Context: an optimization exercise on an open-source flow, tuned for small area and a short achievable clock period. The choices shown serve that exercise and are no tape-out recipe. Function not checked in this run: the RTL went through the layout flow alone. Power is estimated from default activity; no workload was simulated.

<file path="design/flow/config.mk">
export PLATFORM = sky130hd
export DESIGN_NAME = AXIS_linear_regression_v1_0
export DESIGN_NICKNAME = AXIS_linear_regression_v1_0
export VERILOG_FILES = /design/flow/design.v
export SDC_FILE = /design/flow/constraint.sdc
export NUM_CORES = 8
export LEC_CHECK = 0
export CAP_MARGIN = 20
export CORE_MARGIN = 2
export CORE_UTILIZATION = 40
export CTS_CLUSTER_DIAMETER = 50
export CTS_CLUSTER_SIZE = 24
export SLEW_MARGIN = 20
export SYNTH_HIERARCHICAL = 1
export SYNTH_MINIMUM_KEEP_SIZE = 0
</file>
<file path="design/flow/constraint.sdc">
create_clock -name core_clock -period 22.0 [get_ports {aclk}]
set_input_delay 4.4000 -clock core_clock [delete_from_list [all_inputs] [get_ports {aclk}]]
set_output_delay 4.4000 -clock core_clock [all_outputs]
set_load 0.01 [all_outputs]
</file>
<file path="design/flow/design.v">
`timescale 1 ns / 1 ps
module AXIS_linear_regression_v1_0 #
	(
		parameter M = 8,
		parameter N = 3,
		parameter integer C_S00_AXIS_TDATA_WIDTH	= 32,
		parameter integer C_M00_AXIS_TDATA_WIDTH	= 32,
		parameter integer C_M00_AXIS_START_COUNT	= 32
	)
	(
		input wire  aclk,
		input wire  aresetn,
		output wire  s00_axis_tready,
		input wire [C_S00_AXIS_TDATA_WIDTH-1 : 0] s00_axis_tdata,
		input wire  s00_axis_tlast,
		input wire  s00_axis_tvalid,
		output wire  m00_axis_tvalid,
		output wire [C_M00_AXIS_TDATA_WIDTH-1 : 0] m00_axis_tdata,
		output wire  m00_axis_tlast,
		input wire  m00_axis_tready
	);
    reg        tready_r;
    reg  [2:0] vdly, ldly;
    reg        tvalid_r, tlast_r;
    reg  [31:0] tdata_r;
    reg  [1:0] col;         
    reg  [3:0] row;         
    reg        pending;     
    reg  [1:0] w;           
    assign s00_axis_tready = tready_r;
    assign m00_axis_tvalid = tvalid_r;
    assign m00_axis_tlast  = tlast_r;
    assign m00_axis_tdata  = tdata_r;
    wire take = s00_axis_tvalid & tready_r & ~pending;
    wire xrow = ~row[3];
    wire nz = row != 4'd0;              
    wire [15:0] bus16 = s00_axis_tdata[15:0];
    wire [15:0] enc;
    wire [7:0] encn;
    genvar g;
    generate for (g = 0; g < 8; g = g + 1) begin : be
        wire am1 = (g == 0) ? 1'b0 : bus16[2*g-1];
        wire a0 = bus16[2*g], a1 = bus16[2*g+1];
        assign enc[2*g]   = a0 ^ am1;
        assign enc[2*g+1] = (a1 & ~a0 & ~am1) | (~a1 & a0 & am1);
        assign encn[g]    = a1;
    end endgenerate
    reg [15:0] E0, E1, E2;
    reg [7:0] N0, N1, N2;
    wire ld0 = ~xrow | (col == 2'd0);
    wire ld1 = ~xrow | (col == 2'd1);
    wire ld2 = ~xrow | (col == 2'd2);
    wire flip = take & xrow & (col == 2'd3);
    reg [31:0] R0a, R0b, R0c;           
    reg [31:0] R1a, R1b;                
    reg [31:0] A22;
    reg [31:0] B0, B1, B2;              
    wire [31:0] busx = (col == 2'd3) ? s00_axis_tdata : {{16{s00_axis_tdata[15]}}, bus16};
    reg [31:0] Q0, Q1, Q2;
    reg sx0, sx1, sx2, sx3;             
    reg st;                             
    reg cR0, cB0, cR1, cB1, cR2, cB2;
    always @(posedge aclk) begin
        if (ld0) E0 <= enc;
        if (ld1) E1 <= enc;
        if (ld2) E2 <= enc;
        if (ld0 | flip) N0 <= ld0 ? encn : ~N0;
        if (ld1 | flip) N1 <= ld1 ? encn : ~N1;
        if (ld2 | flip) N2 <= ld2 ? encn : ~N2;
        Q0 <= xrow ? busx : R0a;
        Q1 <= xrow ? busx : (col == 2'd0) ? R0b : R1a;
        Q2 <= xrow ? busx : (col == 2'd0) ? R0c : (col == 2'd1) ? R1b : A22;
        if (!aresetn) begin
            tready_r <= 1'b0;
            vdly <= 3'b0; ldly <= 3'b0;
            tvalid_r <= 1'b0; tlast_r <= 1'b0;
            col <= 2'd0; row <= 4'd0;
            pending <= 1'b0; w <= 2'd0;
            {sx0, sx1, sx2, sx3, st} <= 5'b0;
            {cR0, cB0, cR1, cB1, cR2, cB2} <= 6'b0;
        end else begin
            tready_r <= m00_axis_tready;
            vdly <= {vdly[1:0], s00_axis_tvalid};
            ldly <= {ldly[1:0], s00_axis_tlast};
            tvalid_r <= vdly[2];
            tlast_r <= ldly[2];
            sx0 <= take & xrow & (col == 2'd0);
            sx1 <= take & xrow & (col == 2'd1);
            sx2 <= take & xrow & (col == 2'd2);
            sx3 <= take & xrow & (col == 2'd3);
            st  <= take & ~xrow & (col != 2'd3);
            cR0 <= take & xrow & nz & (col != 2'd3);
            cB0 <= take & (xrow ? nz & (col == 2'd3) : (col != 2'd3));
            cR1 <= take & xrow & nz & (col == 2'd1 || col == 2'd2);
            cB1 <= take & (xrow ? nz & (col == 2'd3) : 1'b1);
            cR2 <= take & xrow & nz & (col == 2'd2);
            cB2 <= take & (xrow ? nz & col[0] : 1'b1);
            if (take) begin
                col <= col + 2'd1;
                if (col == 2'd3) row <= row + 4'd1;
                if (~xrow && col == 2'd3) pending <= 1'b1;
            end
            if (pending & m00_axis_tready) begin
                w <= (w == 2'd2) ? 2'd0 : w + 2'd1;
                if (w == 2'd2) begin
                    pending <= 1'b0;
                    row <= 4'd0;
                    col <= 2'd0;
                end
            end
        end
    end
    wire tload = pending & m00_axis_tready;
    wire [31:0] gw = (w == 2'd0) ? B0 : (w == 2'd1) ? B1 : B2;
    always @(posedge aclk)
        tdata_r <= ({32{tload & aresetn}} & gw) | ({32{~tload & aresetn}} & tdata_r);
    wire [31:0] c0 = ({32{cR0}} & R0a) | ({32{cB0}} & B0);
    wire [31:0] r0;
    mac u0 (E0, N0, Q0, c0, r0);
    wire [31:0] c1 = ({32{cR1}} & R1a) | ({32{cB1}} & B1);
    wire [31:0] r1;
    mac u1 (E1, N1, Q1, c1, r1);
    wire [31:0] c2 = ({32{cR2}} & A22) | ({32{cB2}} & B2);
    wire [31:0] r2;
    mac u2 (E2, N2, Q2, c2, r2);
    wire wa0 = sx0 | sx1 | sx2 | (take & ~xrow & (col != 2'd3));
    wire wa1 = sx1 | sx2 | (take & ~xrow & (col == 2'd1));
    always @(posedge aclk) begin
        if (wa0) begin
            R0a <= R0b;
            R0b <= R0c;
            R0c <= r0;
        end
        if (wa1) begin
            R1a <= R1b;
            R1b <= r1;
        end
        if (sx2) A22 <= r2;
        if (sx3 | st) begin B0 <= r0; B1 <= r1; B2 <= r2; end
    end
endmodule
module mac(input [15:0] e, input [7:0] n, input [31:0] b, input [31:0] c, output [31:0] r);
wire one0 = e[0];
wire two0 = e[1];
wire neg0 = n[0];
wire one1 = e[2];
wire two1 = e[3];
wire neg1 = n[1];
wire one2 = e[4];
wire two2 = e[5];
wire neg2 = n[2];
wire one3 = e[6];
wire two3 = e[7];
wire neg3 = n[3];
wire one4 = e[8];
wire two4 = e[9];
wire neg4 = n[4];
wire one5 = e[10];
wire two5 = e[11];
wire neg5 = n[5];
wire one6 = e[12];
wire two6 = e[13];
wire neg6 = n[6];
wire one7 = e[14];
wire two7 = e[15];
wire neg7 = n[7];
wire p0_0, p0_1; bpp2z u_p0_0(one0, two0, neg0, b[0], b[1], p0_0, p0_1);
wire p0_2, p0_3; bpp2 u_p0_2(one0, two0, neg0, b[1], b[2], b[3], p0_2, p0_3);
wire p0_4, p0_5; bpp2 u_p0_4(one0, two0, neg0, b[3], b[4], b[5], p0_4, p0_5);
wire p0_6, p0_7; bpp2 u_p0_6(one0, two0, neg0, b[5], b[6], b[7], p0_6, p0_7);
wire p0_8, p0_9; bpp2 u_p0_8(one0, two0, neg0, b[7], b[8], b[9], p0_8, p0_9);
wire p0_10, p0_11; bpp2 u_p0_10(one0, two0, neg0, b[9], b[10], b[11], p0_10, p0_11);
wire p0_12, p0_13; bpp2 u_p0_12(one0, two0, neg0, b[11], b[12], b[13], p0_12, p0_13);
wire p0_14, p0_15; bpp2 u_p0_14(one0, two0, neg0, b[13], b[14], b[15], p0_14, p0_15);
wire p0_16, p0_17; bpp2 u_p0_16(one0, two0, neg0, b[15], b[16], b[17], p0_16, p0_17);
wire p0_18, p0_19; bpp2 u_p0_18(one0, two0, neg0, b[17], b[18], b[19], p0_18, p0_19);
wire p0_20, p0_21; bpp2 u_p0_20(one0, two0, neg0, b[19], b[20], b[21], p0_20, p0_21);
wire p0_22, p0_23; bpp2 u_p0_22(one0, two0, neg0, b[21], b[22], b[23], p0_22, p0_23);
wire p0_24, p0_25; bpp2 u_p0_24(one0, two0, neg0, b[23], b[24], b[25], p0_24, p0_25);
wire p0_26, p0_27; bpp2 u_p0_26(one0, two0, neg0, b[25], b[26], b[27], p0_26, p0_27);
wire p0_28, p0_29; bpp2 u_p0_28(one0, two0, neg0, b[27], b[28], b[29], p0_28, p0_29);
wire p0_30, p0_31; bpp2 u_p0_30(one0, two0, neg0, b[29], b[30], b[31], p0_30, p0_31);
wire p1_0, p1_1; bpp2z u_p1_0(one1, two1, neg1, b[0], b[1], p1_0, p1_1);
wire p1_2, p1_3; bpp2 u_p1_2(one1, two1, neg1, b[1], b[2], b[3], p1_2, p1_3);
wire p1_4, p1_5; bpp2 u_p1_4(one1, two1, neg1, b[3], b[4], b[5], p1_4, p1_5);
wire p1_6, p1_7; bpp2 u_p1_6(one1, two1, neg1, b[5], b[6], b[7], p1_6, p1_7);
wire p1_8, p1_9; bpp2 u_p1_8(one1, two1, neg1, b[7], b[8], b[9], p1_8, p1_9);
wire p1_10, p1_11; bpp2 u_p1_10(one1, two1, neg1, b[9], b[10], b[11], p1_10, p1_11);
wire p1_12, p1_13; bpp2 u_p1_12(one1, two1, neg1, b[11], b[12], b[13], p1_12, p1_13);
wire p1_14, p1_15; bpp2 u_p1_14(one1, two1, neg1, b[13], b[14], b[15], p1_14, p1_15);
wire p1_16, p1_17; bpp2 u_p1_16(one1, two1, neg1, b[15], b[16], b[17], p1_16, p1_17);
wire p1_18, p1_19; bpp2 u_p1_18(one1, two1, neg1, b[17], b[18], b[19], p1_18, p1_19);
wire p1_20, p1_21; bpp2 u_p1_20(one1, two1, neg1, b[19], b[20], b[21], p1_20, p1_21);
wire p1_22, p1_23; bpp2 u_p1_22(one1, two1, neg1, b[21], b[22], b[23], p1_22, p1_23);
wire p1_24, p1_25; bpp2 u_p1_24(one1, two1, neg1, b[23], b[24], b[25], p1_24, p1_25);
wire p1_26, p1_27; bpp2 u_p1_26(one1, two1, neg1, b[25], b[26], b[27], p1_26, p1_27);
wire p1_28, p1_29; bpp2 u_p1_28(one1, two1, neg1, b[27], b[28], b[29], p1_28, p1_29);
wire p2_0, p2_1; bpp2z u_p2_0(one2, two2, neg2, b[0], b[1], p2_0, p2_1);
wire p2_2, p2_3; bpp2 u_p2_2(one2, two2, neg2, b[1], b[2], b[3], p2_2, p2_3);
wire p2_4, p2_5; bpp2 u_p2_4(one2, two2, neg2, b[3], b[4], b[5], p2_4, p2_5);
wire p2_6, p2_7; bpp2 u_p2_6(one2, two2, neg2, b[5], b[6], b[7], p2_6, p2_7);
wire p2_8, p2_9; bpp2 u_p2_8(one2, two2, neg2, b[7], b[8], b[9], p2_8, p2_9);
wire p2_10, p2_11; bpp2 u_p2_10(one2, two2, neg2, b[9], b[10], b[11], p2_10, p2_11);
wire p2_12, p2_13; bpp2 u_p2_12(one2, two2, neg2, b[11], b[12], b[13], p2_12, p2_13);
wire p2_14, p2_15; bpp2 u_p2_14(one2, two2, neg2, b[13], b[14], b[15], p2_14, p2_15);
wire p2_16, p2_17; bpp2 u_p2_16(one2, two2, neg2, b[15], b[16], b[17], p2_16, p2_17);
wire p2_18, p2_19; bpp2 u_p2_18(one2, two2, neg2, b[17], b[18], b[19], p2_18, p2_19);
wire p2_20, p2_21; bpp2 u_p2_20(one2, two2, neg2, b[19], b[20], b[21], p2_20, p2_21);
wire p2_22, p2_23; bpp2 u_p2_22(one2, two2, neg2, b[21], b[22], b[23], p2_22, p2_23);
wire p2_24, p2_25; bpp2 u_p2_24(one2, two2, neg2, b[23], b[24], b[25], p2_24, p2_25);
wire p2_26, p2_27; bpp2 u_p2_26(one2, two2, neg2, b[25], b[26], b[27], p2_26, p2_27);
wire p3_0, p3_1; bpp2z u_p3_0(one3, two3, neg3, b[0], b[1], p3_0, p3_1);
wire p3_2, p3_3; bpp2 u_p3_2(one3, two3, neg3, b[1], b[2], b[3], p3_2, p3_3);
wire p3_4, p3_5; bpp2 u_p3_4(one3, two3, neg3, b[3], b[4], b[5], p3_4, p3_5);
wire p3_6, p3_7; bpp2 u_p3_6(one3, two3, neg3, b[5], b[6], b[7], p3_6, p3_7);
wire p3_8, p3_9; bpp2 u_p3_8(one3, two3, neg3, b[7], b[8], b[9], p3_8, p3_9);
wire p3_10, p3_11; bpp2 u_p3_10(one3, two3, neg3, b[9], b[10], b[11], p3_10, p3_11);
wire p3_12, p3_13; bpp2 u_p3_12(one3, two3, neg3, b[11], b[12], b[13], p3_12, p3_13);
wire p3_14, p3_15; bpp2 u_p3_14(one3, two3, neg3, b[13], b[14], b[15], p3_14, p3_15);
wire p3_16, p3_17; bpp2 u_p3_16(one3, two3, neg3, b[15], b[16], b[17], p3_16, p3_17);
wire p3_18, p3_19; bpp2 u_p3_18(one3, two3, neg3, b[17], b[18], b[19], p3_18, p3_19);
wire p3_20, p3_21; bpp2 u_p3_20(one3, two3, neg3, b[19], b[20], b[21], p3_20, p3_21);
wire p3_22, p3_23; bpp2 u_p3_22(one3, two3, neg3, b[21], b[22], b[23], p3_22, p3_23);
wire p3_24, p3_25; bpp2 u_p3_24(one3, two3, neg3, b[23], b[24], b[25], p3_24, p3_25);
wire p4_0, p4_1; bpp2z u_p4_0(one4, two4, neg4, b[0], b[1], p4_0, p4_1);
wire p4_2, p4_3; bpp2 u_p4_2(one4, two4, neg4, b[1], b[2], b[3], p4_2, p4_3);
wire p4_4, p4_5; bpp2 u_p4_4(one4, two4, neg4, b[3], b[4], b[5], p4_4, p4_5);
wire p4_6, p4_7; bpp2 u_p4_6(one4, two4, neg4, b[5], b[6], b[7], p4_6, p4_7);
wire p4_8, p4_9; bpp2 u_p4_8(one4, two4, neg4, b[7], b[8], b[9], p4_8, p4_9);
wire p4_10, p4_11; bpp2 u_p4_10(one4, two4, neg4, b[9], b[10], b[11], p4_10, p4_11);
wire p4_12, p4_13; bpp2 u_p4_12(one4, two4, neg4, b[11], b[12], b[13], p4_12, p4_13);
wire p4_14, p4_15; bpp2 u_p4_14(one4, two4, neg4, b[13], b[14], b[15], p4_14, p4_15);
wire p4_16, p4_17; bpp2 u_p4_16(one4, two4, neg4, b[15], b[16], b[17], p4_16, p4_17);
wire p4_18, p4_19; bpp2 u_p4_18(one4, two4, neg4, b[17], b[18], b[19], p4_18, p4_19);
wire p4_20, p4_21; bpp2 u_p4_20(one4, two4, neg4, b[19], b[20], b[21], p4_20, p4_21);
wire p4_22, p4_23; bpp2 u_p4_22(one4, two4, neg4, b[21], b[22], b[23], p4_22, p4_23);
wire p5_0, p5_1; bpp2z u_p5_0(one5, two5, neg5, b[0], b[1], p5_0, p5_1);
wire p5_2, p5_3; bpp2 u_p5_2(one5, two5, neg5, b[1], b[2], b[3], p5_2, p5_3);
wire p5_4, p5_5; bpp2 u_p5_4(one5, two5, neg5, b[3], b[4], b[5], p5_4, p5_5);
wire p5_6, p5_7; bpp2 u_p5_6(one5, two5, neg5, b[5], b[6], b[7], p5_6, p5_7);
wire p5_8, p5_9; bpp2 u_p5_8(one5, two5, neg5, b[7], b[8], b[9], p5_8, p5_9);
wire p5_10, p5_11; bpp2 u_p5_10(one5, two5, neg5, b[9], b[10], b[11], p5_10, p5_11);
wire p5_12, p5_13; bpp2 u_p5_12(one5, two5, neg5, b[11], b[12], b[13], p5_12, p5_13);
wire p5_14, p5_15; bpp2 u_p5_14(one5, two5, neg5, b[13], b[14], b[15], p5_14, p5_15);
wire p5_16, p5_17; bpp2 u_p5_16(one5, two5, neg5, b[15], b[16], b[17], p5_16, p5_17);
wire p5_18, p5_19; bpp2 u_p5_18(one5, two5, neg5, b[17], b[18], b[19], p5_18, p5_19);
wire p5_20, p5_21; bpp2 u_p5_20(one5, two5, neg5, b[19], b[20], b[21], p5_20, p5_21);
wire p6_0, p6_1; bpp2z u_p6_0(one6, two6, neg6, b[0], b[1], p6_0, p6_1);
wire p6_2, p6_3; bpp2 u_p6_2(one6, two6, neg6, b[1], b[2], b[3], p6_2, p6_3);
wire p6_4, p6_5; bpp2 u_p6_4(one6, two6, neg6, b[3], b[4], b[5], p6_4, p6_5);
wire p6_6, p6_7; bpp2 u_p6_6(one6, two6, neg6, b[5], b[6], b[7], p6_6, p6_7);
wire p6_8, p6_9; bpp2 u_p6_8(one6, two6, neg6, b[7], b[8], b[9], p6_8, p6_9);
wire p6_10, p6_11; bpp2 u_p6_10(one6, two6, neg6, b[9], b[10], b[11], p6_10, p6_11);
wire p6_12, p6_13; bpp2 u_p6_12(one6, two6, neg6, b[11], b[12], b[13], p6_12, p6_13);
wire p6_14, p6_15; bpp2 u_p6_14(one6, two6, neg6, b[13], b[14], b[15], p6_14, p6_15);
wire p6_16, p6_17; bpp2 u_p6_16(one6, two6, neg6, b[15], b[16], b[17], p6_16, p6_17);
wire p6_18, p6_19; bpp2 u_p6_18(one6, two6, neg6, b[17], b[18], b[19], p6_18, p6_19);
wire p7_0, p7_1; bpp2z u_p7_0(one7, two7, neg7, b[0], b[1], p7_0, p7_1);
wire p7_2, p7_3; bpp2 u_p7_2(one7, two7, neg7, b[1], b[2], b[3], p7_2, p7_3);
wire p7_4, p7_5; bpp2 u_p7_4(one7, two7, neg7, b[3], b[4], b[5], p7_4, p7_5);
wire p7_6, p7_7; bpp2 u_p7_6(one7, two7, neg7, b[5], b[6], b[7], p7_6, p7_7);
wire p7_8, p7_9; bpp2 u_p7_8(one7, two7, neg7, b[7], b[8], b[9], p7_8, p7_9);
wire p7_10, p7_11; bpp2 u_p7_10(one7, two7, neg7, b[9], b[10], b[11], p7_10, p7_11);
wire p7_12, p7_13; bpp2 u_p7_12(one7, two7, neg7, b[11], b[12], b[13], p7_12, p7_13);
wire p7_14, p7_15; bpp2 u_p7_14(one7, two7, neg7, b[13], b[14], b[15], p7_14, p7_15);
wire p7_16, p7_17; bpp2 u_p7_16(one7, two7, neg7, b[15], b[16], b[17], p7_16, p7_17);
wire n1;
wire n2;
ha un2 (p0_14, p1_12, n1, n2);
wire n3;
wire n4;
ha un4 (p0_15, p1_13, n3, n4);
wire n5;
wire n6;
ha un6 (p0_16, p1_14, n5, n6);
wire n7;
wire n8;
ha un8 (p0_17, p1_15, n7, n8);
wire n9;
wire n10;
ha un10 (p0_18, p1_16, n9, n10);
wire n11;
wire n12;
ha un12 (p0_19, p1_17, n11, n12);
wire n13;
wire n14;
ha un14 (p0_20, p1_18, n13, n14);
wire n15;
wire n16;
ha un16 (p0_21, p1_19, n15, n16);
wire n17;
wire n18;
ha un18 (p0_22, p1_20, n17, n18);
wire n19;
wire n20;
ha un20 (p0_23, p1_21, n19, n20);
wire n21;
wire n22;
ha un22 (p0_24, p1_22, n21, n22);
wire n23;
wire n24;
ha un24 (p0_25, p1_23, n23, n24);
wire n25;
wire n26;
ha un26 (p0_26, p1_24, n25, n26);
wire n27;
wire n28;
ha un28 (p0_27, p1_25, n27, n28);
wire n29;
wire n30;
ha un30 (p0_28, p1_26, n29, n30);
wire n31;
wire n32;
ha un32 (p0_29, p1_27, n31, n32);
wire n33;
wire n34;
ha un34 (p0_30, p1_28, n33, n34);
wire n35;
wire n36;
ha un36 (p0_31, p1_29, n35, n36);
wire n37;
wire n38;
ha un38 (p0_8, p1_6, n37, n38);
wire n39;
wire n40;
ha un40 (p0_9, p1_7, n39, n40);
wire n41;
wire n42;
fa un42 (p0_10, p1_8, p2_6, n41, n42);
wire n43;
wire n44;
ha un44 (p3_4, p4_2, n43, n44);
wire n45;
wire n46;
fa un46 (p0_11, p1_9, p2_7, n45, n46);
wire n47;
wire n48;
ha un48 (p3_5, p4_3, n47, n48);
wire n49;
wire n50;
fa un50 (p0_12, p1_10, p2_8, n49, n50);
wire n51;
wire n52;
fa un52 (p3_6, p4_4, p5_2, n51, n52);
wire n53;
wire n54;
ha un54 (p6_0, neg6, n53, n54);
wire n55;
wire n56;
fa un56 (p0_13, p1_11, p2_9, n55, n56);
wire n57;
wire n58;
fa un58 (p3_7, p4_5, p5_3, n57, n58);
wire n59;
wire n60;
ha un60 (p6_1, c[13], n59, n60);
wire n61;
wire n62;
fa un62 (n1, p2_10, p3_8, n61, n62);
wire n63;
wire n64;
fa un64 (p4_6, p5_4, p6_2, n63, n64);
wire n65;
wire n66;
fa un66 (p7_0, neg7, c[14], n65, n66);
wire n67;
wire n68;
fa un68 (n2, n3, p2_11, n67, n68);
wire n69;
wire n70;
fa un70 (p3_9, p4_7, p5_5, n69, n70);
wire n71;
wire n72;
fa un72 (p6_3, p7_1, c[15], n71, n72);
wire n73;
wire n74;
fa un74 (n4, n5, p2_12, n73, n74);
wire n75;
wire n76;
fa un76 (p3_10, p4_8, p5_6, n75, n76);
wire n77;
wire n78;
fa un78 (p6_4, p7_2, c[16], n77, n78);
wire n79;
wire n80;
fa un80 (n6, n7, p2_13, n79, n80);
wire n81;
wire n82;
fa un82 (p3_11, p4_9, p5_7, n81, n82);
wire n83;
wire n84;
fa un84 (p6_5, p7_3, c[17], n83, n84);
wire n85;
wire n86;
fa un86 (n8, n9, p2_14, n85, n86);
wire n87;
wire n88;
fa un88 (p3_12, p4_10, p5_8, n87, n88);
wire n89;
wire n90;
fa un90 (p6_6, p7_4, c[18], n89, n90);
wire n91;
wire n92;
fa un92 (n10, n11, p2_15, n91, n92);
wire n93;
wire n94;
fa un94 (p3_13, p4_11, p5_9, n93, n94);
wire n95;
wire n96;
fa un96 (p6_7, p7_5, c[19], n95, n96);
wire n97;
wire n98;
fa un98 (n12, n13, p2_16, n97, n98);
wire n99;
wire n100;
fa un100 (p3_14, p4_12, p5_10, n99, n100);
wire n101;
wire n102;
fa un102 (p6_8, p7_6, c[20], n101, n102);
wire n103;
wire n104;
fa un104 (n14, n15, p2_17, n103, n104);
wire n105;
wire n106;
fa un106 (p3_15, p4_13, p5_11, n105, n106);
wire n107;
wire n108;
fa un108 (p6_9, p7_7, c[21], n107, n108);
wire n109;
wire n110;
fa un110 (n16, n17, p2_18, n109, n110);
wire n111;
wire n112;
fa un112 (p3_16, p4_14, p5_12, n111, n112);
wire n113;
wire n114;
fa un114 (p6_10, p7_8, c[22], n113, n114);
wire n115;
wire n116;
fa un116 (n18, n19, p2_19, n115, n116);
wire n117;
wire n118;
fa un118 (p3_17, p4_15, p5_13, n117, n118);
wire n119;
wire n120;
fa un120 (p6_11, p7_9, c[23], n119, n120);
wire n121;
wire n122;
fa un122 (n20, n21, p2_20, n121, n122);
wire n123;
wire n124;
fa un124 (p3_18, p4_16, p5_14, n123, n124);
wire n125;
wire n126;
fa un126 (p6_12, p7_10, c[24], n125, n126);
wire n127;
wire n128;
fa un128 (n22, n23, p2_21, n127, n128);
wire n129;
wire n130;
fa un130 (p3_19, p4_17, p5_15, n129, n130);
wire n131;
wire n132;
fa un132 (p6_13, p7_11, c[25], n131, n132);
wire n133;
wire n134;
fa un134 (n24, n25, p2_22, n133, n134);
wire n135;
wire n136;
fa un136 (p3_20, p4_18, p5_16, n135, n136);
wire n137;
wire n138;
fa un138 (p6_14, p7_12, c[26], n137, n138);
wire n139;
wire n140;
fa un140 (n26, n27, p2_23, n139, n140);
wire n141;
wire n142;
fa un142 (p3_21, p4_19, p5_17, n141, n142);
wire n143;
wire n144;
fa un144 (p6_15, p7_13, c[27], n143, n144);
wire n145;
wire n146;
fa un146 (n28, n29, p2_24, n145, n146);
wire n147;
wire n148;
fa un148 (p3_22, p4_20, p5_18, n147, n148);
wire n149;
wire n150;
fa un150 (p6_16, p7_14, c[28], n149, n150);
wire n151;
wire n152;
fa un152 (n30, n31, p2_25, n151, n152);
wire n153;
wire n154;
fa un154 (p3_23, p4_21, p5_19, n153, n154);
wire n155;
wire n156;
fa un156 (p6_17, p7_15, c[29], n155, n156);
wire n157;
wire n158;
fa un158 (n32, n33, p2_26, n157, n158);
wire n159;
wire n160;
fa un160 (p3_24, p4_22, p5_20, n159, n160);
wire n161;
wire n162;
fa un162 (p6_18, p7_16, c[30], n161, n162);
wire n163;
wire n164;
fa un164 (n34, n35, p2_27, n163, n164);
wire n165;
wire n166;
fa un166 (p3_25, p4_23, p5_21, n165, n166);
wire n167;
wire n168;
fa un168 (p6_19, p7_17, c[31], n167, n168);
wire n169;
wire n170;
ha un170 (p0_4, p1_2, n169, n170);
wire n171;
wire n172;
ha un172 (p0_5, p1_3, n171, n172);
wire n173;
wire n174;
fa un174 (p0_6, p1_4, p2_2, n173, n174);
wire n175;
wire n176;
ha un176 (p3_0, neg3, n175, n176);
wire n177;
wire n178;
fa un178 (p0_7, p1_5, p2_3, n177, n178);
wire n179;
wire n180;
ha un180 (p3_1, c[7], n179, n180);
wire n181;
wire n182;
fa un182 (n37, p2_4, p3_2, n181, n182);
wire n183;
wire n184;
fa un184 (p4_0, neg4, c[8], n183, n184);
wire n185;
wire n186;
fa un186 (n38, n39, p2_5, n185, n186);
wire n187;
wire n188;
fa un188 (p3_3, p4_1, c[9], n187, n188);
wire n189;
wire n190;
fa un190 (n40, n41, n43, n189, n190);
wire n191;
wire n192;
fa un192 (p5_0, neg5, c[10], n191, n192);
wire n193;
wire n194;
fa un194 (n42, n44, n45, n193, n194);
wire n195;
wire n196;
fa un196 (n47, p5_1, c[11], n195, n196);
wire n197;
wire n198;
fa un198 (n46, n48, n49, n197, n198);
wire n199;
wire n200;
fa un200 (n51, n53, c[12], n199, n200);
wire n201;
wire n202;
fa un202 (n50, n52, n54, n201, n202);
wire n203;
wire n204;
fa un204 (n55, n57, n59, n203, n204);
wire n205;
wire n206;
fa un206 (n56, n58, n60, n205, n206);
wire n207;
wire n208;
fa un208 (n61, n63, n65, n207, n208);
wire n209;
wire n210;
fa un210 (n62, n64, n66, n209, n210);
wire n211;
wire n212;
fa un212 (n67, n69, n71, n211, n212);
wire n213;
wire n214;
fa un214 (n68, n70, n72, n213, n214);
wire n215;
wire n216;
fa un216 (n73, n75, n77, n215, n216);
wire n217;
wire n218;
fa un218 (n74, n76, n78, n217, n218);
wire n219;
wire n220;
fa un220 (n79, n81, n83, n219, n220);
wire n221;
wire n222;
fa un222 (n80, n82, n84, n221, n222);
wire n223;
wire n224;
fa un224 (n85, n87, n89, n223, n224);
wire n225;
wire n226;
fa un226 (n86, n88, n90, n225, n226);
wire n227;
wire n228;
fa un228 (n91, n93, n95, n227, n228);
wire n229;
wire n230;
fa un230 (n92, n94, n96, n229, n230);
wire n231;
wire n232;
fa un232 (n97, n99, n101, n231, n232);
wire n233;
wire n234;
fa un234 (n98, n100, n102, n233, n234);
wire n235;
wire n236;
fa un236 (n103, n105, n107, n235, n236);
wire n237;
wire n238;
fa un238 (n104, n106, n108, n237, n238);
wire n239;
wire n240;
fa un240 (n109, n111, n113, n239, n240);
wire n241;
wire n242;
fa un242 (n110, n112, n114, n241, n242);
wire n243;
wire n244;
fa un244 (n115, n117, n119, n243, n244);
wire n245;
wire n246;
fa un246 (n116, n118, n120, n245, n246);
wire n247;
wire n248;
fa un248 (n121, n123, n125, n247, n248);
wire n249;
wire n250;
fa un250 (n122, n124, n126, n249, n250);
wire n251;
wire n252;
fa un252 (n127, n129, n131, n251, n252);
wire n253;
wire n254;
fa un254 (n128, n130, n132, n253, n254);
wire n255;
wire n256;
fa un256 (n133, n135, n137, n255, n256);
wire n257;
wire n258;
fa un258 (n134, n136, n138, n257, n258);
wire n259;
wire n260;
fa un260 (n139, n141, n143, n259, n260);
wire n261;
wire n262;
fa un262 (n140, n142, n144, n261, n262);
wire n263;
wire n264;
fa un264 (n145, n147, n149, n263, n264);
wire n265;
wire n266;
fa un266 (n146, n148, n150, n265, n266);
wire n267;
wire n268;
fa un268 (n151, n153, n155, n267, n268);
wire n269;
wire n270;
fa un270 (n152, n154, n156, n269, n270);
wire n271;
wire n272;
fa un272 (n157, n159, n161, n271, n272);
wire n273;
wire n274;
fa un274 (n158, n160, n162, n273, n274);
wire n275;
wire n276;
fa un276 (n163, n165, n167, n275, n276);
wire n277;
wire n278;
ha un278 (p0_2, p1_0, n277, n278);
wire n279;
wire n280;
ha un280 (p0_3, p1_1, n279, n280);
wire n281;
wire n282;
fa un282 (n169, p2_0, neg2, n281, n282);
wire n283;
wire n284;
fa un284 (n170, n171, p2_1, n283, n284);
wire n285;
wire n286;
fa un286 (n172, n173, n175, n285, n286);
wire n287;
wire n288;
fa un288 (n174, n176, n177, n287, n288);
wire n289;
wire n290;
fa un290 (n178, n180, n181, n289, n290);
wire n291;
wire n292;
fa un292 (n182, n184, n185, n291, n292);
wire n293;
wire n294;
fa un294 (n186, n188, n189, n293, n294);
wire n295;
wire n296;
fa un296 (n190, n192, n193, n295, n296);
wire n297;
wire n298;
fa un298 (n194, n196, n197, n297, n298);
wire n299;
wire n300;
fa un300 (n198, n200, n201, n299, n300);
wire n301;
wire n302;
fa un302 (n202, n204, n205, n301, n302);
wire n303;
wire n304;
fa un304 (n206, n208, n209, n303, n304);
wire n305;
wire n306;
fa un306 (n210, n212, n213, n305, n306);
wire n307;
wire n308;
fa un308 (n214, n216, n217, n307, n308);
wire n309;
wire n310;
fa un310 (n218, n220, n221, n309, n310);
wire n311;
wire n312;
fa un312 (n222, n224, n225, n311, n312);
wire n313;
wire n314;
fa un314 (n226, n228, n229, n313, n314);
wire n315;
wire n316;
fa un316 (n230, n232, n233, n315, n316);
wire n317;
wire n318;
fa un318 (n234, n236, n237, n317, n318);
wire n319;
wire n320;
fa un320 (n238, n240, n241, n319, n320);
wire n321;
wire n322;
fa un322 (n242, n244, n245, n321, n322);
wire n323;
wire n324;
fa un324 (n246, n248, n249, n323, n324);
wire n325;
wire n326;
fa un326 (n250, n252, n253, n325, n326);
wire n327;
wire n328;
fa un328 (n254, n256, n257, n327, n328);
wire n329;
wire n330;
fa un330 (n258, n260, n261, n329, n330);
wire n331;
wire n332;
fa un332 (n262, n264, n265, n331, n332);
wire n333;
wire n334;
fa un334 (n266, n268, n269, n333, n334);
wire n335;
wire n336;
fa un336 (n270, n272, n273, n335, n336);
wire n337;
wire n338;
ha un338 (p0_0, neg0, n337, n338);
wire n339;
wire n340;
ha un340 (p0_1, c[1], n339, n340);
wire n341;
wire n342;
fa un342 (n277, neg1, c[2], n341, n342);
wire n343;
wire n344;
fa un344 (n278, n279, c[3], n343, n344);
wire n345;
wire n346;
fa un346 (n280, n281, c[4], n345, n346);
wire n347;
wire n348;
fa un348 (n282, n283, c[5], n347, n348);
wire n349;
wire n350;
fa un350 (n284, n285, c[6], n349, n350);
wire n351;
wire n352;
fa un352 (n286, n287, n179, n351, n352);
wire n353;
wire n354;
fa un354 (n288, n289, n183, n353, n354);
wire n355;
wire n356;
fa un356 (n290, n291, n187, n355, n356);
wire n357;
wire n358;
fa un358 (n292, n293, n191, n357, n358);
wire n359;
wire n360;
fa un360 (n294, n295, n195, n359, n360);
wire n361;
wire n362;
fa un362 (n296, n297, n199, n361, n362);
wire n363;
wire n364;
fa un364 (n298, n299, n203, n363, n364);
wire n365;
wire n366;
fa un366 (n300, n301, n207, n365, n366);
wire n367;
wire n368;
fa un368 (n302, n303, n211, n367, n368);
wire n369;
wire n370;
fa un370 (n304, n305, n215, n369, n370);
wire n371;
wire n372;
fa un372 (n306, n307, n219, n371, n372);
wire n373;
wire n374;
fa un374 (n308, n309, n223, n373, n374);
wire n375;
wire n376;
fa un376 (n310, n311, n227, n375, n376);
wire n377;
wire n378;
fa un378 (n312, n313, n231, n377, n378);
wire n379;
wire n380;
fa un380 (n314, n315, n235, n379, n380);
wire n381;
wire n382;
fa un382 (n316, n317, n239, n381, n382);
wire n383;
wire n384;
fa un384 (n318, n319, n243, n383, n384);
wire n385;
wire n386;
fa un386 (n320, n321, n247, n385, n386);
wire n387;
wire n388;
fa un388 (n322, n323, n251, n387, n388);
wire n389;
wire n390;
fa un390 (n324, n325, n255, n389, n390);
wire n391;
wire n392;
fa un392 (n326, n327, n259, n391, n392);
wire n393;
wire n394;
fa un394 (n328, n329, n263, n393, n394);
wire n395;
wire n396;
fa un396 (n330, n331, n267, n395, n396);
wire n397;
wire n398;
fa un398 (n332, n333, n271, n397, n398);
wire n399;
wire n400;
fa un400 (n334, n335, n275, n399, n400);
wire [31:0] s0 = {n398, n396, n394, n392, n390, n388, n386, n384, n382, n380, n378, n376, n374, n372, n370, n368, n366, n364, n362, n360, n358, n356, n354, n352, n350, n348, n346, n344, n342, n340, n338, n337};
wire [31:0] s1 = {n399, n397, n395, n393, n391, n389, n387, n385, n383, n381, n379, n377, n375, n373, n371, n369, n367, n365, n363, n361, n359, n357, n355, n353, n351, n349, n347, n345, n343, n341, n339, c[0]};
add32 u_cpa(s0, s1, r);
endmodule
module fa(input a, input b, input c, output s, output co);
assign s = a ^ b ^ c;
assign co = (a & b) | (a & c) | (b & c);
endmodule
module ha(input a, input b, output s, output co);
assign s = a ^ b;
assign co = a & b;
endmodule
module bpp2(input one, input two, input neg, input bm1, input b0, input b1, output p0, output p1);
assign p0 = ((one & b0) | (two & bm1)) ^ neg;
assign p1 = ((one & b1) | (two & b0)) ^ neg;
endmodule
module bpp2z(input one, input two, input neg, input b0, input b1, output p0, output p1);
assign p0 = (one & b0) ^ neg;
assign p1 = ((one & b1) | (two & b0)) ^ neg;
endmodule
module add32(input [31:0] a, input [31:0] b, output [31:0] s);
wire q1;
wire q2;
pgc u_pg0(a[0], b[0], q1, q2);
wire q3;
wire q4;
pgc u_pg1(a[1], b[1], q3, q4);
wire q5;
wire q6;
pgc u_pg2(a[2], b[2], q5, q6);
wire q7;
wire q8;
pgc u_pg3(a[3], b[3], q7, q8);
wire q9;
wire q10;
pgc u_pg4(a[4], b[4], q9, q10);
wire q11;
wire q12;
pgc u_pg5(a[5], b[5], q11, q12);
wire q13;
wire q14;
pgc u_pg6(a[6], b[6], q13, q14);
wire q15;
wire q16;
pgc u_pg7(a[7], b[7], q15, q16);
wire q17;
wire q18;
pgc u_pg8(a[8], b[8], q17, q18);
wire q19;
wire q20;
pgc u_pg9(a[9], b[9], q19, q20);
wire q21;
wire q22;
pgc u_pg10(a[10], b[10], q21, q22);
wire q23;
wire q24;
pgc u_pg11(a[11], b[11], q23, q24);
wire q25;
wire q26;
pgc u_pg12(a[12], b[12], q25, q26);
wire q27;
wire q28;
pgc u_pg13(a[13], b[13], q27, q28);
wire q29;
wire q30;
pgc u_pg14(a[14], b[14], q29, q30);
wire q31;
wire q32;
pgc u_pg15(a[15], b[15], q31, q32);
wire q33;
wire q34;
pgc u_pg16(a[16], b[16], q33, q34);
wire q35;
wire q36;
pgc u_pg17(a[17], b[17], q35, q36);
wire q37;
wire q38;
pgc u_pg18(a[18], b[18], q37, q38);
wire q39;
wire q40;
pgc u_pg19(a[19], b[19], q39, q40);
wire q41;
wire q42;
pgc u_pg20(a[20], b[20], q41, q42);
wire q43;
wire q44;
pgc u_pg21(a[21], b[21], q43, q44);
wire q45;
wire q46;
pgc u_pg22(a[22], b[22], q45, q46);
wire q47;
wire q48;
pgc u_pg23(a[23], b[23], q47, q48);
wire q49;
wire q50;
pgc u_pg24(a[24], b[24], q49, q50);
wire q51;
wire q52;
pgc u_pg25(a[25], b[25], q51, q52);
wire q53;
wire q54;
pgc u_pg26(a[26], b[26], q53, q54);
wire q55;
wire q56;
pgc u_pg27(a[27], b[27], q55, q56);
wire q57;
wire q58;
pgc u_pg28(a[28], b[28], q57, q58);
wire q59;
wire q60;
pgc u_pg29(a[29], b[29], q59, q60);
wire q61;
wire q62;
pgc u_pg30(a[30], b[30], q61, q62);
wire q63;
wire q64;
pgc u_pg31(a[31], b[31], q63, q64);
wire q65;
gray u_g65(q3, q4, q1, q65);
wire q66;
wire q67;
dot u_d67(q7, q8, q5, q6, q66, q67);
wire q68;
wire q69;
dot u_d69(q11, q12, q9, q10, q68, q69);
wire q70;
wire q71;
dot u_d71(q15, q16, q13, q14, q70, q71);
wire q72;
wire q73;
dot u_d73(q19, q20, q17, q18, q72, q73);
wire q74;
wire q75;
dot u_d75(q23, q24, q21, q22, q74, q75);
wire q76;
wire q77;
dot u_d77(q27, q28, q25, q26, q76, q77);
wire q78;
wire q79;
dot u_d79(q31, q32, q29, q30, q78, q79);
wire q80;
wire q81;
dot u_d81(q35, q36, q33, q34, q80, q81);
wire q82;
wire q83;
dot u_d83(q39, q40, q37, q38, q82, q83);
wire q84;
wire q85;
dot u_d85(q43, q44, q41, q42, q84, q85);
wire q86;
wire q87;
dot u_d87(q47, q48, q45, q46, q86, q87);
wire q88;
wire q89;
dot u_d89(q51, q52, q49, q50, q88, q89);
wire q90;
wire q91;
dot u_d91(q55, q56, q53, q54, q90, q91);
wire q92;
wire q93;
dot u_d93(q59, q60, q57, q58, q92, q93);
wire q94;
wire q95;
dot u_d95(q63, q64, q61, q62, q94, q95);
wire q96;
gray u_g96(q66, q67, q65, q96);
wire q97;
wire q98;
dot u_d98(q70, q71, q68, q69, q97, q98);
wire q99;
wire q100;
dot u_d100(q74, q75, q72, q73, q99, q100);
wire q101;
wire q102;
dot u_d102(q78, q79, q76, q77, q101, q102);
wire q103;
wire q104;
dot u_d104(q82, q83, q80, q81, q103, q104);
wire q105;
wire q106;
dot u_d106(q86, q87, q84, q85, q105, q106);
wire q107;
wire q108;
dot u_d108(q90, q91, q88, q89, q107, q108);
wire q109;
wire q110;
dot u_d110(q94, q95, q92, q93, q109, q110);
wire q111;
gray u_g111(q97, q98, q96, q111);
wire q112;
wire q113;
dot u_d113(q101, q102, q99, q100, q112, q113);
wire q114;
wire q115;
dot u_d115(q105, q106, q103, q104, q114, q115);
wire q116;
wire q117;
dot u_d117(q109, q110, q107, q108, q116, q117);
wire q118;
gray u_g118(q112, q113, q111, q118);
wire q119;
wire q120;
dot u_d120(q116, q117, q114, q115, q119, q120);
wire q121;
gray u_g121(q119, q120, q118, q121);
wire q122;
gray u_g122(q114, q115, q118, q122);
wire q123;
gray u_g123(q99, q100, q111, q123);
wire q124;
gray u_g124(q103, q104, q118, q124);
wire q125;
gray u_g125(q107, q108, q122, q125);
wire q126;
gray u_g126(q68, q69, q96, q126);
wire q127;
gray u_g127(q72, q73, q111, q127);
wire q128;
gray u_g128(q76, q77, q123, q128);
wire q129;
gray u_g129(q80, q81, q118, q129);
wire q130;
gray u_g130(q84, q85, q124, q130);
wire q131;
gray u_g131(q88, q89, q122, q131);
wire q132;
gray u_g132(q92, q93, q125, q132);
wire q133;
gray u_g133(q5, q6, q65, q133);
wire q134;
gray u_g134(q9, q10, q96, q134);
wire q135;
gray u_g135(q13, q14, q126, q135);
wire q136;
gray u_g136(q17, q18, q111, q136);
wire q137;
gray u_g137(q21, q22, q127, q137);
wire q138;
gray u_g138(q25, q26, q123, q138);
wire q139;
gray u_g139(q29, q30, q128, q139);
wire q140;
gray u_g140(q33, q34, q118, q140);
wire q141;
gray u_g141(q37, q38, q129, q141);
wire q142;
gray u_g142(q41, q42, q124, q142);
wire q143;
gray u_g143(q45, q46, q130, q143);
wire q144;
gray u_g144(q49, q50, q122, q144);
wire q145;
gray u_g145(q53, q54, q131, q145);
wire q146;
gray u_g146(q57, q58, q125, q146);
wire q147;
gray u_g147(q61, q62, q132, q147);
assign s[0] = q2;
xr u_x1(q4, q1, s[1]);
xr u_x2(q6, q65, s[2]);
xr u_x3(q8, q133, s[3]);
xr u_x4(q10, q96, s[4]);
xr u_x5(q12, q134, s[5]);
xr u_x6(q14, q126, s[6]);
xr u_x7(q16, q135, s[7]);
xr u_x8(q18, q111, s[8]);
xr u_x9(q20, q136, s[9]);
xr u_x10(q22, q127, s[10]);
xr u_x11(q24, q137, s[11]);
xr u_x12(q26, q123, s[12]);
xr u_x13(q28, q138, s[13]);
xr u_x14(q30, q128, s[14]);
xr u_x15(q32, q139, s[15]);
xr u_x16(q34, q118, s[16]);
xr u_x17(q36, q140, s[17]);
xr u_x18(q38, q129, s[18]);
xr u_x19(q40, q141, s[19]);
xr u_x20(q42, q124, s[20]);
xr u_x21(q44, q142, s[21]);
xr u_x22(q46, q130, s[22]);
xr u_x23(q48, q143, s[23]);
xr u_x24(q50, q122, s[24]);
xr u_x25(q52, q144, s[25]);
xr u_x26(q54, q131, s[26]);
xr u_x27(q56, q145, s[27]);
xr u_x28(q58, q125, s[28]);
xr u_x29(q60, q146, s[29]);
xr u_x30(q62, q132, s[30]);
xr u_x31(q64, q147, s[31]);
endmodule
module pgc(input a, input b, output g, output p);
assign g = a & b;
assign p = a ^ b;
endmodule
module dot(input g1, input p1, input g0, input p0, output g, output p);
assign g = g1 | (p1 & g0);
assign p = p1 & p0;
endmodule
module gray(input g1, input p1, input g0, output g);
assign g = g1 | (p1 & g0);
endmodule
module xr(input a, input b, output y);
assign y = a ^ b;
endmodule
</file>
<file path="design/flow/flow/run.sh">
#!/bin/bash
# The standard layout, with the port buffers made from buf_4 instead of the default cell,
# and the resizer's timing repair aiming at 16.5 ns of setup slack
set -euo pipefail
bash standard.sh finish 'BUFFER_PORTS_ARGS=-buffer_cell sky130_fd_sc_hd__buf_4' SETUP_SLACK_MARGIN=16.5 > standard.log 2>&1
</file>
<file path="design/flow/standard.sh">
#!/bin/bash
# synth_recipe.tcl (not shown) runs the flow's synth.tcl, then flattens the netlist and writes it again
# the make line also repeats each setting of config.mk as NAME=value (left out here)
make -C /OpenROAD-flow-scripts/flow DESIGN_CONFIG=/design/flow/config.mk WORK_HOME=/design/flow/orfs CLKGATE_MAP_FILE= SYNTH_SCRIPT=/design/flow/synth_recipe.tcl "${@:-finish}"
</file>
==> run summary <==
IO buf count between 70 and 80; Syn Area/Cell 12.7 µm²; worst-margin pin slew about 1.1 ns; TritonCTS Buffers 54; post-route setup TNS 0 ns; Mapped Cells between 3,000 and 4,000; post-synthesis sequential area ratio 0.320; fill count 9,737; first-pass GRT wire length ~220,000 µm; leading area contributor after synthesis edfxtp_1; synth top area cells edfxtp_1 25%, fa_1 23%, xnor2_1 12%, a22oi_1 9.5%, dfxtp_1 7.2%; wire per inst roughly 28 µm; Die Y approximately 330 µm; clock sink count just over 500; synthesized flop and latch total approximately 520; Critical Path Max Stage Delay 0.38 ns; CP top delay family flip-flops; fin crit share 0.255; Post-synth top cells 602 x xnor2_1, 552 x a22oi_1, 504 x fa_1; Power Dens Cells approximately 200 mW/mm²; Via density 6.10; syn_nets between 4,000 and 5,000; CTS Buffer Depth 3; GPL Wtd Cong 0.896; worst hold slack around 0.41 ns; RSZ-0062 raised after global routing yes; Crit-path slowest cell dfxtp_4; CP Cell Sequence buf_6; nets@finish about 4,400; post-synthesis cell type count 53; vias in the first global route ~31,000; fin area between 0.05 and 0.06 mm²; Ys Warns 7; largest net degree at the start of global routing 85; ys flop type edfxtp_1; Rel. slew slack 0.257; Post-synth EDFFs 360; DRT iter0 DRCs between 3,000 and 4,000; later-pin clock latency in the skew report a little under 0.7 ns; DR vias 31,100; min Tclk post-route roughly 5.6 ns; die width approximately 330 µm; Clock Skew approximately 0.08 ns; fmax about 180 MHz; row cnt between 100 and 150; Final Hold Fails 0; max-cap violations 0; core area 0.109 mm²; gr usage total 0.256; crit start category register; detailed-route DRC error count 0; area share of the largest cell type after synthesis 0.248; Clk pin slew, worst setup/hold paths 0.08 ns; critical path class register to output port; Layout area overhead 14.9%; GRT overflow 0; P_leak around 19 nW; Slew Limit Fails 0; worst hold path type register to register; Starting Density 0.402; share of layout cells above drive strength 1 0.176; Die Area 0.112 mm²; initial antenna violation count 5; Area after DPL between 0.04 and 0.05 mm²; # setup viols final 0; async set-reset flop share out of synthesis 0; Initial DRT Pass Iterations 7; Root Driver clkbuf_16; # H-tree levels 2; Peak VDD IR ~320 µV; CP bufs+invs 1; Cell Area, Synth approximately 0.044 mm²; final wirelength around 140,000 µm; Top Ports 72; DP HPWL slightly above 100,000 µm; CTS tree done; status finished clean; overall power between 0.009 and 0.01 W; Worst Path Max Fanout 2; Crit. End Element output port; crit path DAT 1.20 ns; most frequent cell after synthesis xnor2_1; worst path required time ~18 ns; post-route ant nets 0
## cell usage in the layout (no fill, tap or decap), types with 63 or more instances in the layout
| cell type | n |
|---|---|
| a21o_1 | 148 |
| a22o_1 | 96 |
| a22oi_1 | 497 |
| a22oi_2 | 79 |
| and2_1 | 72 |
| buf_4 | 139 |
| buf_6 | 63 |
| dfxtp_2 | 65 |
| edfxtp_1 | 360 |
| fa_1 | 461 |
| ha_1 | 185 |
| mux2i_1 | 65 |
| nand2_1 | 85 |
| xnor2_1 | 602 |
| xor2_1 | 98 |
## report_power, final
group | leakage (nW) | switching (W) | internal [W] | total, W
sequential | 4.62 | 0.0000768 | 0.00194 | 0.00201
combinational | 13.4 | 0.00377 | 0.00302 | 0.00679
clock | 0.910 | 0.000467 | 0.000509 | 0.000976
## worst paths after layout
kind | start | to | slack (ns) | cells after the start
worst max-delay path | tdata_r[2] | m00_axis_tdata[2] | 16.40 | 1
worst min-delay path | B1[16] | tdata_r[16] | 0.41 | 1
worst max register to register | E1[3] | R1b[31] | 16.49 | 19
worst min register to register | B1[16] | tdata_r[16] | 0.41 | 1
## modules after synthesis, one instance, submodules excluded, a selection
module,cell area [µm²],flip-flops and latches,copies in the design
bpp2z,33.8,0,24
bpp2,32.5,0,276
xr,8.76,0,93
add32,7.51,0,3
pgc,12.5,0,96
gray,7.51,0,90
dot,13.8,0,66
ha,12.5,0,96
fa,20.0,0,504
AXIS_linear_regression_v1_0,18900,517,1
## cells by family after synthesis
kind of cell,count (synthesis),synth area share
mux,97,0.0232
fa+ha+maj,702,0.288
flops,517,0.320
simple gates,244,0.0281
xor+xnor,702,0.141
buf+inv,112,0.0126
compound gates,1064,0.187
## flip-flops by register name (all words and copies together) (netlist names), 3 cells and up
register and flops:
A22 32, B0 32, B1 32, B2 32, Q0 32, Q1 32, Q2 32, R0a 32
R0b 32, R0c 32, R1a 32, R1b 32, tdata_r 32, E0 16, E1 16, E2 16
N0 8, N1 8, N2 8, row 4, ldly 3, vdly 3
## routing by layer
metal,GRT usage,vias to the layer above,wire (µm)
met4,0.0457,4,2890
met1,0.369,16200,63100
met5,0,-,28
met3,0.0716,175,14700
met2,0.387,1460,63700
li1,-,13200,-
## what timing repair did
action                                  in CTS  in global routing
pin swaps                                    2                 50
gates cloned                                 1                  5
hold buffers                                 0                  0
setup buffers                               46                 30
endpoints found under the setup margin     133                 49
gates resized for setup                    172                154
## area by class of cell
type / count / area (µm²) / share of cell area
Multi-Input combinational cell: 2809 / 29700 / 0.594
Sequential cell: 517 / 14100 / 0.282
Timing Repair Buffer: 235 / 2420 / 0.0484
Tap cell: 1414 / 1770 / 0.0353
Clock buffer: 59 / 1380 / 0.0275
Clock inverter: 43 / 547 / 0.0109
Inverter: 22 / 82.6 / 0.00165
Antenna cell: 5 / 12.5 / 0.000250
## through the flow
stage | setup slack, ns | std cells | utilization
after floorplan | 15.43 | 3438 | -
after global placement | 15.73 | 4915 | 0.425
after detailed placement | 15.68 | 4915 | 0.425
after CTS | 16.37 | 5064 | 0.452
after global routing | 16.37 | 5101 | 0.462
final | 16.40 | 5104 | 0.462

separate check: timing with driven ports:
The flow's constraints put no driver on any port. The routed layout listed below was extracted and timed again, unchanged, in two steps. Step 1 assumes that a clkbuf_16 drives the clock port and a buf_2 every other input. Step 2 moves the port delays by t, midway between the first and last clock arrival at a register: inputs arrive t later, outputs are due t later. That takes back most of the time a late clock gives input paths. a / b / c = no drivers / after step 1 / after step 2; a / b = the first two.
shift t [ns]: 0.725
setup slack, ns: 16.400 / 16.324 / 15.865
pins driven straight from the clock port: 1
After both steps setup and hold are still met in this run. The setup slack of this run moves by -0.076 ns with the drivers and by -0.535 ns with both steps.
